This is an optimization exercise on Yosys and OpenROAD, whose aim is small area, not a production implementation. Function was checked by simulation only, so behaviour that the tests miss may differ from the original. Power is estimated from default activity; no workload was simulated.

==> design/flow/run.sh <==
#!/bin/bash
# synth_recipe.tcl (not shown) runs the flow's synth.tcl, then flattens the netlist and writes it again
# the make line also repeats each setting of config.mk as NAME=value (left out here)
make -C /OpenROAD-flow-scripts/flow DESIGN_CONFIG=/design/flow/config.mk WORK_HOME=/design/flow/orfs CLKGATE_MAP_FILE= SYNTH_SCRIPT=/design/flow/synth_recipe.tcl finish
==> design/flow/config.mk <==
export PLATFORM = sky130hd
export DESIGN_NAME = proj01
export DESIGN_NICKNAME = proj01
export VERILOG_FILES = /design/flow/design.v
export SDC_FILE = /design/flow/constraint.sdc
export NUM_CORES = 4
export LEC_CHECK = 0
export CAP_MARGIN = 20
export CORE_MARGIN = 2
export CORE_UTILIZATION = 40
export PLACE_DENSITY = 0.6
export SLEW_MARGIN = 20
==> design/flow/constraint.sdc <==
create_clock -name core_clock -period 10.0 [get_ports {clk}]
set_input_delay 2.0000 -clock core_clock [delete_from_list [all_inputs] [get_ports {clk}]]
set_output_delay 2.0000 -clock core_clock [all_outputs]
set_load 0.01 [all_outputs]
==> design/flow/design.v <==
`timescale 1ns / 1ps
module proj01(
    input wire clk,
    input wire reset,
    input wire [15:0] floor_request,
    input wire [15:0] elevator1_buttons_up,
    input wire [15:0] elevator1_buttons_down,
    input wire [15:0] elevator2_buttons_up,
    input wire [15:0] elevator2_buttons_down,
    output wire [2:0] elevator1_position, 
    output wire [2:0] elevator2_position,
    output wire [2:0] elevator1_display,
    output wire [2:0] elevator2_display
);
    reg [2:0] state1; 
    reg [2:0] state2;
    reg [15:0] elevator1_target_floor;
    reg [15:0] elevator1_current_floor;
    reg [15:0] elevator2_target_floor;
    reg [15:0] elevator2_current_floor;
	 integer z;
	 reg clk_out;
	 integer z2;
	 reg clk_out2;
	 integer z3;
	 reg clk_out3;
	 always@(negedge clk) 
		begin
		if(reset==1)
		begin
		z<=0;
		clk_out<=0;
		end
		else 
		begin
		if(z==500000)
		begin
		clk_out <= ~clk_out;
		z<=0;
		end
		else 
		z <= z+1;
		end
		end  
		always@(negedge clk) 
		begin
		if(reset==1)
		begin
		z2<=0;
		clk_out2<=0;
		end
		else 
		begin
		if(z2==200000)
		begin
		clk_out2 <= ~clk_out2;
		z2<=0;
		end
		else 
		z2 <= z2+1;
		end
		end  
		always@(negedge clk) 
		begin
		if(reset==1)
		begin
		z3<=0;
		clk_out3<=0;
		end
		else 
		begin
		if(z3==300000)
		begin
		clk_out3 <= ~clk_out3;
		z3<=0;
		end
		else 
		z3 <= z3+1;
		end
		end  
    always @(posedge clk or posedge reset) begin  
        if (reset) begin
            state1 <= 3'b000;
            state2 <= 3'b000;
            elevator1_target_floor <= 16'b0;
            elevator1_current_floor <= 16'b0000000000000000;
            elevator2_target_floor <= 16'b0;
            elevator2_current_floor <= 16'b0000000000000001;
        end else begin
        if (elevator1_buttons_up) begin  
            case (state1)
                0: begin
                    if ((elevator1_buttons_up % 2 == 0) && (clk_out)) begin
                        elevator1_target_floor <= elevator1_buttons_up;
                        if (elevator1_current_floor < elevator1_target_floor)
                            elevator1_current_floor <= elevator1_current_floor + 2;
                        state1 <= 1;
								if (elevator1_buttons_up == elevator1_current_floor)
                        state1 <= 0;
                    end
                end
                1: begin
                    if ((elevator1_buttons_up) % 2 == 0 && (clk_out2)) begin
                        elevator1_target_floor <= elevator1_buttons_up;
                        if (elevator1_current_floor < elevator1_target_floor)
                            elevator1_current_floor <= elevator1_current_floor + 2;
                        else
                            state1 <= 2;
                    end
                end
                2: begin
                    if ((elevator1_buttons_up % 2 == 0) && (clk_out2)) begin
                        elevator1_target_floor <= elevator1_buttons_up;
                        if (elevator1_current_floor > elevator1_target_floor)
                            elevator1_current_floor <= elevator1_current_floor - 2;
                        else
                            state1 <= 0;
                    end
                end
            endcase
        end
        if (elevator1_buttons_down) begin  
            case (state1)
                0: begin
                    if ((elevator1_buttons_down % 2 == 0) && (clk_out)) begin
                        elevator1_target_floor <= elevator1_buttons_down;
                        if (elevator1_current_floor < elevator1_target_floor)
                            elevator1_current_floor <= elevator1_current_floor + 2;
                        state1 <= 1;
								if (elevator1_buttons_down == elevator1_current_floor)
                        state1 <= 0;
                    end
                end
                1: begin
                    if ((elevator1_buttons_down) % 2 == 0 && (clk_out2)) begin
                        elevator1_target_floor <= elevator1_buttons_down;
                        if (elevator1_current_floor < elevator1_target_floor)
                            elevator1_current_floor <= elevator1_current_floor + 2;
                        else
                            state1 <= 2;
                    end
                end
                2: begin
                    if ((elevator1_buttons_down % 2 == 0) && (clk_out2)) begin
                        elevator1_target_floor <= elevator1_buttons_down;
                        if (elevator1_current_floor > elevator1_target_floor)
                            elevator1_current_floor <= elevator1_current_floor - 2;
                        else
                            state1 <= 0;
                    end
                end
            endcase
        end
        if (elevator2_buttons_down) begin  
            case (state2)
                0: begin
                    if ((elevator2_buttons_down % 2 != 0) && (clk_out)) begin
                        elevator2_target_floor <= elevator2_buttons_down;
                        if (elevator2_current_floor < elevator2_target_floor)
                            elevator2_current_floor <= elevator2_current_floor + 2;
                        state2 <= 1;
								if (elevator2_buttons_down == elevator2_current_floor)
                        state2 <= 0;
                    end
                end
                1: begin
                    if ((elevator2_buttons_down % 2 != 0) && (clk_out3)) begin
                        elevator2_target_floor <= elevator2_buttons_down;
                        if (elevator2_current_floor < elevator2_target_floor)
                            elevator2_current_floor <= elevator2_current_floor + 2;
                        else
                            state2 <= 2;
                    end
                end
                2: begin
                    if ((elevator2_buttons_down % 2 != 0) && (clk_out3)) begin
                        if (elevator2_current_floor > elevator2_target_floor)
                            elevator2_current_floor <= elevator2_current_floor - 2;
                        else
                            state2 <= 0;
                    end
                end
            endcase
        end
        if (elevator2_buttons_up) begin  
            case (state2)
                0: begin
                    if ((elevator2_buttons_up % 2 != 0) && (clk_out)) begin
                        elevator2_target_floor <= elevator2_buttons_up;
                        if (elevator2_current_floor < elevator2_target_floor)
                            elevator2_current_floor <= elevator2_current_floor + 2;
                        state2 <= 1;
								if (elevator2_buttons_up == elevator2_current_floor)
                        state2 <= 0;
                    end
                end
                1: begin
                    if ((elevator2_buttons_up % 2 != 0) && (clk_out3)) begin
                        elevator2_target_floor <= elevator2_buttons_up;
                        if (elevator2_current_floor < elevator2_target_floor)
                            elevator2_current_floor <= elevator2_current_floor + 2;
                        else
                            state2 <= 2;
                    end
                end
                2: begin
                    if ((elevator2_buttons_up % 2 != 0) && (clk_out3)) begin
                        if (elevator2_current_floor > elevator2_target_floor)
                            elevator2_current_floor <= elevator2_current_floor - 2;
                        else
                            state2 <= 0;
                    end
                end
            endcase
        end
        if (floor_request) begin  
            case (state1)
                0: begin
                    if ((floor_request % 2 == 0) && (clk_out)) begin
                        elevator1_target_floor <= floor_request;
                        if (elevator1_current_floor < elevator1_target_floor)
                            elevator1_current_floor <= elevator1_current_floor + 2;
                        state1 <= 1;
								if (floor_request == elevator1_current_floor)
                        state1 <= 0;
                    end
                end
                1: begin
                    if ((floor_request) % 2 == 0 && (clk_out2)) begin
                        elevator1_target_floor <= floor_request;
                        if (elevator1_current_floor < elevator1_target_floor)
                            elevator1_current_floor <= elevator1_current_floor + 2;
                        else
                            state1 <= 2;
                    end
                end
                2: begin
                    if ((floor_request % 2 == 0) && (clk_out2)) begin
                        elevator1_target_floor <= floor_request;
                        if (elevator1_current_floor > elevator1_target_floor)
                            elevator1_current_floor <= elevator1_current_floor - 2;
                        else
                            state1 <= 0;
                    end
                end
            endcase
            case (state2)
                0: begin
                    if ((floor_request % 2 != 0) && (clk_out)) begin
                        elevator2_target_floor <= floor_request;
                        if (elevator2_current_floor < elevator2_target_floor)
                            elevator2_current_floor <= elevator2_current_floor + 2;
                        state2 <= 1;
								if (floor_request == elevator2_current_floor)
                        state2 <= 0;
                    end
                end
                1: begin
                    if ((floor_request % 2 != 0) && (clk_out3)) begin
                        elevator2_target_floor <= floor_request;
                        if (elevator2_current_floor < elevator2_target_floor)
                            elevator2_current_floor <= elevator2_current_floor + 2;
                        else
                            state2 <= 2;
                    end
                end
                2: begin
                    if ((floor_request % 2 != 0) && (clk_out3)) begin
                        if (elevator2_current_floor > elevator2_target_floor)
                            elevator2_current_floor <= elevator2_current_floor - 2;
                        else
                            state2 <= 0;
                    end
                end
            endcase
        end
        end
    end
    assign elevator1_display = 3'b000;
    assign elevator2_display = 3'b000;
    assign elevator1_position = state1;
    assign elevator2_position = state2;
endmodule
==> results of run 1 <==
## sequential cells by signal, summed over array words and instances (netlist names)
| name | count |
|---|---|
| elevator1_target_floor | 16 |
| clk_out2 | 1 |
| clk_out | 1 |
| state1 | 3 |
| z | 32 |
| clk_out3 | 1 |
| z3 | 32 |
| elevator2_current_floor | 15 |
| elevator2_target_floor | 16 |
| z2 | 32 |
| state2 | 3 |
| elevator1_current_floor | 15 |
## per-stage QoR
stage	cells	worst slack [ps]	total power, mW	utilization, %
global route	2768	1540	4.21	46.5
global placement	2638	1520	3.01	43.8
floorplan	2146	2230	2.34	-
finish	2768	1690	3.97	46.5
detailed placement	2638	1480	3.03	43.8
CTS	2768	1910	3.90	46.5
## where the power goes
part / switching (mW) / total, mW / internal [mW]
Combinational: 1.40 / 2.17 / 0.768
Sequential: 0.125 / 0.897 / 0.772
Clock: 0.460 / 0.900 / 0.440
## layout make-up
cell class	instances	area, sq um	share of cell area (%)
clock inverters	114	589	3.28
clock buffers	17	425	2.37
well taps	518	648	3.61
flip-flops and latches	167	3680	20.5
inverters	64	241	1.34
repair buffers	142	1290	7.17
multi-input cells	1746	11100	61.7
## cells by family after synthesis
| group | after synthesis | synth area share [%] |
|---|---|---|
| AND/OR/NAND/NOR | 818 | 26.0 |
| multiplexers | 33 | 2.22 |
| adder cells (fa/ha/maj) | 40 | 3.20 |
| other | 1 | 0.0240 |
| AO/OA/AOI/OAI | 610 | 25.7 |
| XOR/XNOR | 239 | 13.4 |
| buffers and inverters | 233 | 5.89 |
| flip-flops | 167 | 23.5 |
## cell usage in the layout (no fill, tap or decap), drive strengths merged, types with 9 or more instances in the layout
cell type / instances
mux2: 14
o21a: 14
mux2i: 19
dfxtp: 99
o31ai: 13
a211oi: 26
a21o: 19
a22oi: 13
o22ai: 24
nand2b: 14
o21ai: 121
a21oi: 176
nor4: 61
a31oi: 25
o32ai: 16
inv: 170
o211ai: 14
or2: 14
xnor2: 137
clkbuf: 17
o221ai: 25
a221oi: 15
ha: 40
and3: 29
buf: 55
xor2: 102
clkdlybuf4s50: 87
nor2b: 10
nor3: 43
a311oi: 9
nand2: 172
and2: 11
nand3: 90
dfrtp: 68
and4: 12
or3: 36
nor2: 228
nand4: 66
## routing by layer
metal  global-route usage, %  wire length, um  vias to the layer above
li1                        -                -                     8080
met1                    39.5            25100                     8374
met2                    45.9            26500                     1258
met3                    8.40             8080                      321
met4                    18.9             3790                        0
met5                       0                0                        -
## critical path: cells and delay by family, from the launching register on
kind             cells  cell delay [ps]
AND/OR/NAND/NOR      2             1070
AO/OA/AOI/OAI        5             1640
flip-flops           1              490
## how the worst max path moves through the flow
stage,cells past startpoint,to,from
floorplan,4,z[31]$_SDFF_NP0_,reset
global placement,3,z2[21]$_SDFF_NP0_,reset
detailed placement,3,z[20]$_SDFF_NP0_,reset
CTS,9,elevator2_current_floor[9]$_DFF_PP0_,clk_out$_SDFFE_NP0P_
global route,9,elevator2_current_floor[9]$_DFF_PP0_,clk_out$_SDFFE_NP0P_
finish,7,elevator1_current_floor[8]$_DFF_PP0_,clk_out2$_SDFFE_NP0P_
==> notes.md, run 1 <==
# TYPE chip_impl_metric gauge
chip_impl_info{name="run_status",value="complete, no violations"} 1
chip_impl_metric{name="synthesis_stage_register_bit_count",unit=""} 167
chip_impl_metric{name="post_cts.resized_instances",unit=""} 0
chip_impl_metric{name="drtIter0Drc",unit=""} 2513
chip_impl_info{name="leading_cell_types_by_total_area_after_synthesis",value="sky130_fd_sc_hd__dfxtp_1, sky130_fd_sc_hd__dfrtp_1, sky130_fd_sc_hd__xnor2_1"} 1
chip_impl_metric{name="critical_path.max_fanout",unit=""} 13
chip_impl_metric{name="num-nets-final",unit=""} 2359
chip_impl_info{name="grt_setup_unrepaired",value="false"} 1
chip_impl_info{name="cp_slowest_cell",value="sky130_fd_sc_hd__o21ai_0"} 1
chip_impl_info{name="crit_path_cell_trace",value="nand2b_1, o21ai_0, nand3_1, o22ai_1, a222oi_1, o31a_1, o32ai_1"} 1
chip_impl_metric{name="antennaDiodeCount",unit=""} 0
chip_impl_metric{name="min_delay_path_depth",unit=""} 1
chip_impl_metric{name="grt_start_max_net_pins",unit=""} 69
chip_impl_metric{name="htreeDepth",unit=""} 4
chip_impl_metric{name="synth_top_area_share",unit="%"} 12.7
chip_impl_metric{name="grt.overflow.total",unit=""} 0
chip_impl_metric{name="maxCapViolCount",unit=""} 0
chip_impl_metric{name="gp_congestion",unit=""} 0.989
chip_impl_info{name="root_buffer",value="sky130_fd_sc_hd__clkbuf_16"} 1
chip_impl_metric{name="power.leakage",unit="nW"} 6.95
chip_impl_info{name="post-synth-top-count-cell",value="sky130_fd_sc_hd__nor2_1"} 1
chip_impl_metric{name="regToRegSetupSlack",unit="ps"} 1690
chip_impl_metric{name="routed_wire_length_per_instance",unit="um"} 22.9
chip_impl_metric{name="grtUsageTotal",unit="%"} 30.8
chip_impl_info{name="yosys-top-cells-count",value="sky130_fd_sc_hd__nor2_1, sky130_fd_sc_hd__a21oi_1, sky130_fd_sc_hd__nand2_1"} 1
chip_impl_metric{name="drc_errors",unit=""} 0
chip_impl_metric{name="synthDistinctLibCells",unit=""} 84
chip_impl_metric{name="synth_edf_count",unit=""} 0
chip_impl_info{name="primary_ff_master_synth",value="sky130_fd_sc_hd__dfxtp_1"} 1
chip_impl_metric{name="design_area",unit="sq mm"} 0.0180
chip_impl_metric{name="cellPowerDensity",unit="mW/mm^2"} 221
chip_impl_metric{name="final-hold-violation-count",unit=""} 0
chip_impl_metric{name="dp.final_hpwl",unit="um"} 43400
chip_impl_metric{name="clkSlewWorstSetupHoldPaths",unit="ps"} 90
chip_impl_info{name="timing.hold.worst_endpoint",value="z2[0]$_SDFF_NP0_"} 1
chip_impl_info{name="regToRegStartpoint",value="clk_out2$_SDFFE_NP0P_"} 1
chip_impl_metric{name="final_antenna_net_count",unit=""} 0
chip_impl_info{name="tritoncts_clock_tree",value="done"} 1
chip_impl_metric{name="worstPathArrival",unit="ps"} 8710
chip_impl_info{name="setup.worst_path.end_class",value="register"} 1
chip_impl_metric{name="setup-violations-final",unit=""} 0
chip_impl_info{name="hold_path.startpoint",value="z2[0]$_SDFF_NP0_"} 1
chip_impl_metric{name="max-slew-margin-rel",unit="%"} 16.8
chip_impl_metric{name="worst_path_largest_cell_delay",unit="ps"} 700
chip_impl_metric{name="drive_gt1_share",unit="%"} 6.22
chip_impl_metric{name="first_global_vias",unit=""} 17410
chip_impl_metric{name="reg2reg_depth",unit=""} 7
chip_impl_metric{name="drt-vias-per-instance",unit=""} 6.51
chip_impl_metric{name="clock-sinks",unit=""} 167
chip_impl_metric{name="grt_first_pass_wirelength",unit="um"} 98800
chip_impl_metric{name="cp.required",unit="ps"} 10400
chip_impl_metric{name="floorplan.core_area",unit="sq mm"} 0.0386
chip_impl_info{name="yosys.area.top_type",value="sky130_fd_sc_hd__dfxtp_1"} 1
chip_impl_metric{name="yosysWarnings",unit=""} 1
chip_impl_metric{name="synth-seq-area-share",unit="%"} 23.5
chip_impl_metric{name="initial_utilization",unit="%"} 40.5
chip_impl_metric{name="die_width",unit="um"} 202
chip_impl_metric{name="antenna_found_initial",unit=""} 0
chip_impl_metric{name="route.final.wire_length",unit="um"} 63400
chip_impl_metric{name="clkLatencyLatePin",unit="ps"} 510
chip_impl_metric{name="netlist_instances",unit=""} 2141
chip_impl_metric{name="number_of_filler_cells_placed_in_the_layout",unit=""} 3888
chip_impl_metric{name="fin_worst_skew",unit="ps"} 23.6
chip_impl_metric{name="cts_made_buffers",unit=""} 17
chip_impl_metric{name="slew_viol_final",unit=""} 0
chip_impl_metric{name="cts_hold_buf",unit=""} 0
chip_impl_metric{name="io_pins",unit=""} 94
chip_impl_metric{name="vdd_ir_drop_max",unit="mV"} 0.136
chip_impl_info{name="timing.setup.critical_path_class",value="reg2reg"} 1
chip_impl_metric{name="sum_neg_setup_slack",unit="ps"} 0
chip_impl_metric{name="placement.io_buffers",unit=""} 87
chip_impl_metric{name="number_of_core_rows",unit=""} 72
chip_impl_metric{name="hold_slack",unit="ps"} 485
chip_impl_info{name="worstHoldPathType",value="reg2reg"} 1
chip_impl_metric{name="design.die.area",unit="sq mm"} 0.0407
chip_impl_metric{name="placed_cell_area",unit="sq mm"} 0.0169
chip_impl_metric{name="cts.repair_timing.setup_buffer_count",unit=""} 0
chip_impl_metric{name="worst_pin_slew",unit="ps"} 1250
chip_impl_metric{name="cts_buffer_depth",unit=""} 2
chip_impl_metric{name="syn-cell-area",unit="sq mm"} 0.0156
chip_impl_metric{name="flow.area_growth_from_synthesis",unit="%"} 14.8
chip_impl_metric{name="via_count",unit=""} 18033
chip_impl_metric{name="vert_die_dim",unit="um"} 202
chip_impl_info{name="startpoint_type",value="register"} 1
chip_impl_metric{name="synth_area_per_cell",unit="sq um"} 7.31
chip_impl_metric{name="drt-pass1-iter-count",unit=""} 6
chip_impl_info{name="rr_endpoint",value="elevator1_current_floor[8]$_DFF_PP0_"} 1
chip_impl_metric{name="synthArstFlopShare",unit="%"} 40.7
==> run 2, diff against run 1 <==
==> design/flow/design.v (replaced) <==
`timescale 1ns / 1ps
module proj01(
    input wire clk,
    input wire reset,
    input wire [15:0] floor_request,
    input wire [15:0] elevator1_buttons_up,
    input wire [15:0] elevator1_buttons_down,
    input wire [15:0] elevator2_buttons_up,
    input wire [15:0] elevator2_buttons_down,
    output wire [2:0] elevator1_position, 
    output wire [2:0] elevator2_position,
    output wire [2:0] elevator1_display,
    output wire [2:0] elevator2_display
);
    localparam [18:0] SEED_S = 19'b1000111010100011011, MASK_S = 19'b0101011111111111111, TERM_S = 19'b0000001010101010101;
    localparam [17:0] SEED_1 = 18'b001011101011001101, MASK_1 = 18'b000111111111111111, TERM_1 = 18'b000001101110100010;
    localparam [18:0] SEED_2 = 19'b1010010010000011000, MASK_2 = 19'b0000111111111111111, TERM_2 = 19'b0000111000111001100;
    reg [18:0] div_s;    
    reg [17:0] div_1;    
    reg [18:0] div_2;    
    reg clk_out, clk_out2, clk_out3;
    wire end_s = (div_s & MASK_S) == TERM_S;
    wire end_1 = (div_1 & MASK_1) == TERM_1;
    wire end_2 = (div_2 & MASK_2) == TERM_2;
    always @(negedge clk) begin
        div_s <= (reset | end_s) ? SEED_S : {~div_s[17:0], div_s[18] ^ div_s[5]};
        div_1 <= (reset | end_1) ? SEED_1 : {~div_1[16:0], div_1[17] ^ div_1[6]};
        div_2 <= (reset | end_2) ? SEED_2 : {~div_2[17:0], div_2[18] ^ div_2[5]};
        clk_out  <= ~reset & (clk_out  ^ end_s);
        clk_out2 <= ~reset & (clk_out2 ^ end_1);
        clk_out3 <= ~reset & (clk_out3 ^ end_2);
    end
    wire [15:0] fr = floor_request;
    wire [15:0] u1 = elevator1_buttons_up;
    wire [15:0] d1 = elevator1_buttons_down;
    wire [15:0] u2 = elevator2_buttons_up;
    wire [15:0] d2 = elevator2_buttons_down;
    wire fr1 = ~fr[0] & (|fr[15:1]);
    wire d1v = ~d1[0] & (|d1[15:1]);
    wire u1v = ~u1[0] & (|u1[15:1]);
    wire [14:0] req1 = fr1 ? fr[15:1] : d1v ? d1[15:1] : u1[15:1];
    reg [1:0] state1;
    reg [14:0] cur1;      
    reg rel1;             
    wire take1 = (fr1 | d1v | u1v) & ((state1 == 2'd0) ? clk_out : clk_out2);
    wire move1 = take1 & rel1;
    wire [14:0] nxt1 = move1 ? (state1[1] ? cur1 - 15'd1 : cur1 + 15'd1) : cur1;
    reg [1:0] ns1;
    always @* begin
        case (state1)
            2'd0: ns1 = (req1 == cur1) ? 2'd0 : 2'd1;
            2'd1: ns1 = rel1 ? 2'd1 : 2'd2;
            default: ns1 = rel1 ? 2'd2 : 2'd0;
        endcase
    end
    wire [15:0] cmp1 = {1'b0, nxt1} + {1'b0, ~req1} + {15'd0, ~ns1[1]};
    wire nrel1 = ns1[1] ? cmp1[15] : ~cmp1[15];
    always @(posedge clk or posedge reset) begin
        if (reset) begin
            state1 <= 2'd0;
            cur1 <= 15'd0;
            rel1 <= 1'b0;
        end else if (take1) begin
            state1 <= ns1;
            cur1 <= nxt1;
            rel1 <= nrel1;
        end
    end
    wire fr2 = fr[0];
    wire u2v = u2[0];
    wire d2v = d2[0];
    wire [14:0] req2 = fr2 ? fr[15:1] : u2v ? u2[15:1] : d2[15:1];
    reg [1:0] state2;
    reg [14:0] cur2;      
    reg [14:0] tgt2;      
    wire [15:0] cmp2 = {1'b0, cur2} + {1'b0, ~tgt2} + {15'd0, ~state2[1]};
    wire rel2 = state2[1] ? cmp2[15] : ~cmp2[15];
    wire take2 = (fr2 | u2v | d2v) & ((state2 == 2'd0) ? clk_out : clk_out3);
    wire move2 = take2 & rel2;
    wire [14:0] nxt2 = move2 ? (state2[1] ? cur2 - 15'd1 : cur2 + 15'd1) : cur2;
    reg [1:0] ns2;
    always @* begin
        case (state2)
            2'd0: ns2 = (req2 == cur2) ? 2'd0 : 2'd1;
            2'd1: ns2 = rel2 ? 2'd1 : 2'd2;
            default: ns2 = rel2 ? 2'd2 : 2'd0;
        endcase
    end
    always @(posedge clk or posedge reset) begin
        if (reset) begin
            state2 <= 2'd0;
            cur2 <= 15'd0;
            tgt2 <= 15'd0;
        end else if (take2) begin
            state2 <= ns2;
            cur2 <= nxt2;
            if (!state2[1])
                tgt2 <= req2;
        end
    end
    assign elevator1_display = 3'b000;
    assign elevator2_display = 3'b000;
    assign elevator1_position = {1'b0, state1};
    assign elevator2_position = {1'b0, state2};
endmodule
==> run 2 against run 1 <==
First-iteration DRC count decreased by 89%. Area after synthesis decreased by 57%. Die area decreased by 56%. Global-route usage decreased by 10 points. Count of clock-buffer cells in the layout decreased by 8. Via count decreased by 68%. Register-to-register slack got worse by 730 ps. Largest cell class unchanged. Highest routed layer unchanged.
==> notes.md, run 2 <==
# TYPE chip_impl_metric gauge
chip_impl_metric{name="reg2reg_depth",unit=""} 12
chip_impl_metric{name="synthesis_stage_register_bit_count",unit=""} 109
chip_impl_info{name="yosys.area.top_type",value="sky130_fd_sc_hd__dfrtp_1"} 1
chip_impl_metric{name="route.final.wire_length",unit="um"} 17600
chip_impl_metric{name="grtUsageTotal",unit="%"} 20.5
chip_impl_metric{name="io_pins",unit=""} 94
chip_impl_metric{name="fin_worst_skew",unit="ps"} 57.3
chip_impl_metric{name="cts_made_buffers",unit=""} 9
chip_impl_metric{name="placement.io_buffers",unit=""} 85
chip_impl_metric{name="cp.required",unit="ps"} 10190
chip_impl_metric{name="cellPowerDensity",unit="mW/mm^2"} 141
chip_impl_metric{name="multi_input_gate_area",unit="sq mm"} 0.00401
chip_impl_info{name="critPathLaunch",value="clk_out2$_DFF_N_"} 1
chip_impl_metric{name="worst_pin_slew",unit="ps"} 1050
chip_impl_metric{name="antennaDiodeCount",unit=""} 0
chip_impl_metric{name="final_antenna_net_count",unit=""} 0
chip_impl_metric{name="clkLatencyLatePin",unit="ps"} 410
chip_impl_metric{name="dp.final_hpwl",unit="um"} 14000
chip_impl_info{name="run_status",value="complete, no violations"} 1
chip_impl_metric{name="cts.repair_timing.setup_buffer_count",unit=""} 0
chip_impl_metric{name="grt_start_max_net_pins",unit=""} 42
chip_impl_metric{name="synthDistinctLibCells",unit=""} 70
chip_impl_info{name="worstHoldPathType",value="reg2reg"} 1
chip_impl_metric{name="report.power.total",unit="mW"} 1.16
chip_impl_metric{name="numPlacedInstances",unit=""} 1028
chip_impl_info{name="worst_setup_path_endpoint",value="rel1$_DFFE_PP0N_"} 1
chip_impl_metric{name="power.leakage",unit="nW"} 3.87
chip_impl_metric{name="drt-vias-per-instance",unit=""} 5.26
chip_impl_metric{name="wl_met1",unit="um"} 8040
chip_impl_metric{name="design.die.area",unit="sq mm"} 0.0179
chip_impl_metric{name="final-hold-violation-count",unit=""} 0
chip_impl_metric{name="num-nets-final",unit=""} 1017
chip_impl_metric{name="die_width",unit="um"} 134
chip_impl_metric{name="yosysWarnings",unit=""} 1
chip_impl_metric{name="first_global_vias",unit=""} 5997
chip_impl_metric{name="synth_edf_count",unit=""} 0
chip_impl_metric{name="number_of_filler_cells_placed_in_the_layout",unit=""} 1589
chip_impl_info{name="post-synth-top-count-cell",value="sky130_fd_sc_hd__nor2_1"} 1
chip_impl_metric{name="design_area",unit="sq mm"} 0.00823
chip_impl_metric{name="via_count",unit=""} 5797
chip_impl_metric{name="grt.overflow.total",unit=""} 0
chip_impl_info{name="maxUsedRoutingLayer",value="met4"} 1
chip_impl_metric{name="post_cts.resized_instances",unit=""} 0
chip_impl_metric{name="synth_top_area_share",unit="%"} 18.6
chip_impl_info{name="regToRegStartpoint",value="clk_out2$_DFF_N_"} 1
chip_impl_metric{name="regToRegSetupSlack",unit="ps"} 960
chip_impl_metric{name="vdd_ir_drop_max",unit="mV"} 0.0853
chip_impl_metric{name="initial_utilization",unit="%"} 40.7
chip_impl_metric{name="slew_viol_final",unit=""} 0
chip_impl_metric{name="utilization",unit="%"} 49.8
chip_impl_metric{name="dr_wl_met3",unit="um"} 418
chip_impl_metric{name="netlist_instances",unit=""} 746
chip_impl_metric{name="clock-sinks",unit=""} 109
chip_impl_info{name="crit_path_cell_trace",value="o21ai_0, a21oi_1, nand2_1, nand2_1, o21ai_0, ha_1, nand4_1, a2111o_1, or4_1, o211ai_1, mux2i_1, a211oi_1"} 1
chip_impl_metric{name="synth_area_per_cell",unit="sq um"} 9.03
chip_impl_metric{name="clkSlewWorstSetupHoldPaths",unit="ps"} 80
chip_impl_metric{name="flow.area_growth_from_synthesis",unit="%"} 22.3
chip_impl_metric{name="synth-seq-area-share",unit="%"} 36.1
chip_impl_metric{name="floorplan.core_area",unit="sq mm"} 0.0165
chip_impl_info{name="leading_cell_types_by_total_area_after_synthesis",value="sky130_fd_sc_hd__dfrtp_1, sky130_fd_sc_hd__dfxtp_1, sky130_fd_sc_hd__ha_1"} 1
chip_impl_metric{name="drive_gt1_share",unit="%"} 4.65
chip_impl_metric{name="worst_path_largest_cell_delay",unit="ps"} 670
chip_impl_info{name="startpoint_type",value="register"} 1
chip_impl_metric{name="maxCapViolCount",unit=""} 0
chip_impl_info{name="grt_setup_unrepaired",value="false"} 1
chip_impl_info{name="setup.worst_path.end_class",value="register"} 1
chip_impl_metric{name="worstPathArrival",unit="ps"} 9240
chip_impl_metric{name="grt_first_pass_wirelength",unit="um"} 29200
chip_impl_metric{name="route.met2.wl",unit="um"} 8920
chip_impl_metric{name="hold_slack",unit="ps"} 358
chip_impl_metric{name="number_of_core_rows",unit=""} 47
chip_impl_metric{name="layout.area.seq",unit="sq mm"} 0.00243
chip_impl_info{name="cp_slowest_cell",value="sky130_fd_sc_hd__nand2_1"} 1
chip_impl_metric{name="sum_neg_setup_slack",unit="ps"} 0
chip_impl_metric{name="placed_cell_area",unit="sq mm"} 0.00771
chip_impl_metric{name="layout_setup_ws",unit="ps"} 957
chip_impl_info{name="primary_ff_master_synth",value="sky130_fd_sc_hd__dfxtp_1"} 1
chip_impl_metric{name="drt-pass1-iter-count",unit=""} 5
chip_impl_metric{name="post_place_worst_slack",unit="ps"} 1020
chip_impl_info{name="yosys-top-cells-count",value="sky130_fd_sc_hd__nor2_1, sky130_fd_sc_hd__nand2_1, sky130_fd_sc_hd__dfxtp_1"} 1
chip_impl_metric{name="htreeDepth",unit=""} 3
chip_impl_metric{name="cts_hold_buf",unit=""} 0
chip_impl_info{name="final_cell_mix",value="sky130_fd_sc_hd__inv_1, sky130_fd_sc_hd__nor2_1, sky130_fd_sc_hd__clkdlybuf4s50_1, sky130_fd_sc_hd__nand2_1, sky130_fd_sc_hd__dfxtp_1"} 1
chip_impl_metric{name="gp_congestion",unit=""} 0.893
chip_impl_metric{name="setup-violations-final",unit=""} 0
chip_impl_metric{name="drc_errors",unit=""} 0
chip_impl_metric{name="max-slew-margin-rel",unit="%"} 29.7
chip_impl_metric{name="vert_die_dim",unit="um"} 134
chip_impl_metric{name="synthArstFlopShare",unit="%"} 45.9
chip_impl_metric{name="final_cells",unit=""} 1102
chip_impl_info{name="largestRegisters",value="div_2 x19, div_s x19, div_1 x18"} 1
chip_impl_info{name="rr_endpoint",value="rel1$_DFFE_PP0N_"} 1
chip_impl_metric{name="drtIter0Drc",unit=""} 277
chip_impl_metric{name="cts_buffer_depth",unit=""} 2
chip_impl_metric{name="antenna_found_initial",unit=""} 0
chip_impl_info{name="tritoncts_clock_tree",value="done"} 1
chip_impl_metric{name="syn-cell-area",unit="sq mm"} 0.00673
chip_impl_info{name="root_buffer",value="sky130_fd_sc_hd__clkbuf_16"} 1
chip_impl_info{name="timing.setup.critical_path_class",value="reg2reg"} 1
chip_impl_metric{name="routed_wire_length_per_instance",unit="um"} 16.0
chip_impl_metric{name="critical_path.max_fanout",unit=""} 39
==> run 2: changes by cell type in the layout (fill, tap and decap cells not counted), sizes merged, moves of 34 or more <==
cell   delta
xor2     -79
nor2    -142
or3      -34
buf      -51
nand3    -84
nand4    -58
o21ai    -68
inv      -79
a21oi   -132
nor4     -44
nand2    -91
xnor2    -96
dfxtp    -40
==> run 2: kinds of logic after synthesis <==
kind of cell	Yosys count	share of synthesized area, %
xor gates and xnor gates	64	8.33
AOI/OAI and AO/OA	164	15.9
adders and majority gates	58	11.0
buffers and inverters	64	4.65
and+or+nand+nor	239	16.6
DFF	109	36.1
muxes	47	7.32
other	1	0.0557
==> run 2: worst min-delay path by stage <==
| stage | to | cells past startpoint | slack (ps) | from |
|---|---|---|---|---|
| 2_1_floorplan | div_2[16]$_SDFF_NP1_ | 1 | 340 | div_2[15]$_SDFF_NP0_ |
| 3_3_place_gp | div_2[18]$_SDFF_NP1_ | 1 | 350 | div_2[17]$_SDFF_NP0_ |
| 3_5_place_dp | div_2[16]$_SDFF_NP1_ | 1 | 360 | div_2[15]$_SDFF_NP0_ |
| 4_1_cts | div_s[10]$_SDFF_NP1_ | 1 | 360 | div_s[9]$_SDFF_NP0_ |
| 5_1_grt | div_s[3]$_SDFF_NP1_ | 1 | 370 | div_s[2]$_SDFF_NP0_ |
| 6_report | div_2[16]$_SDFF_NP1_ | 1 | 360 | div_2[15]$_SDFF_NP0_ |
==> run 2: worst max-delay path: cells and delay by family, from the launching register on <==
family / cells / cell delay, ps
multiplexers: 1 / 280
adder cells (fa/ha/maj): 1 / 360
flip-flops: 1 / 340
AO/OA/AOI/OAI: 6 / 1310
AND/OR/NAND/NOR: 4 / 1520
==> run 2: layout make-up <==
cell class | instances | share of cell area, %
Tap cell | 220 | 3.34
Clock inverter | 66 | 3.62
Timing Repair Buffer | 89 | 10.7
Clock buffer | 9 | 2.74
Sequential cell | 109 | 29.5
Inverter | 29 | 1.32
Multi-Input combinational cell | 580 | 48.7
==> run 2: power breakdown <==
part	total, mW	switching [mW]	internal (mW)
Clock	0.447	0.238	0.208
Sequential	0.496	0.0288	0.467
Combinational	0.218	0.110	0.108
Total	1.16	0.377	0.783
==> run 2: layer usage <==
metal  up-vias  track usage, %
met4         0            6.86
met5         -               0
met2        76            35.7
met3        16            3.31
li1       2898               -
met1      2807            25.8
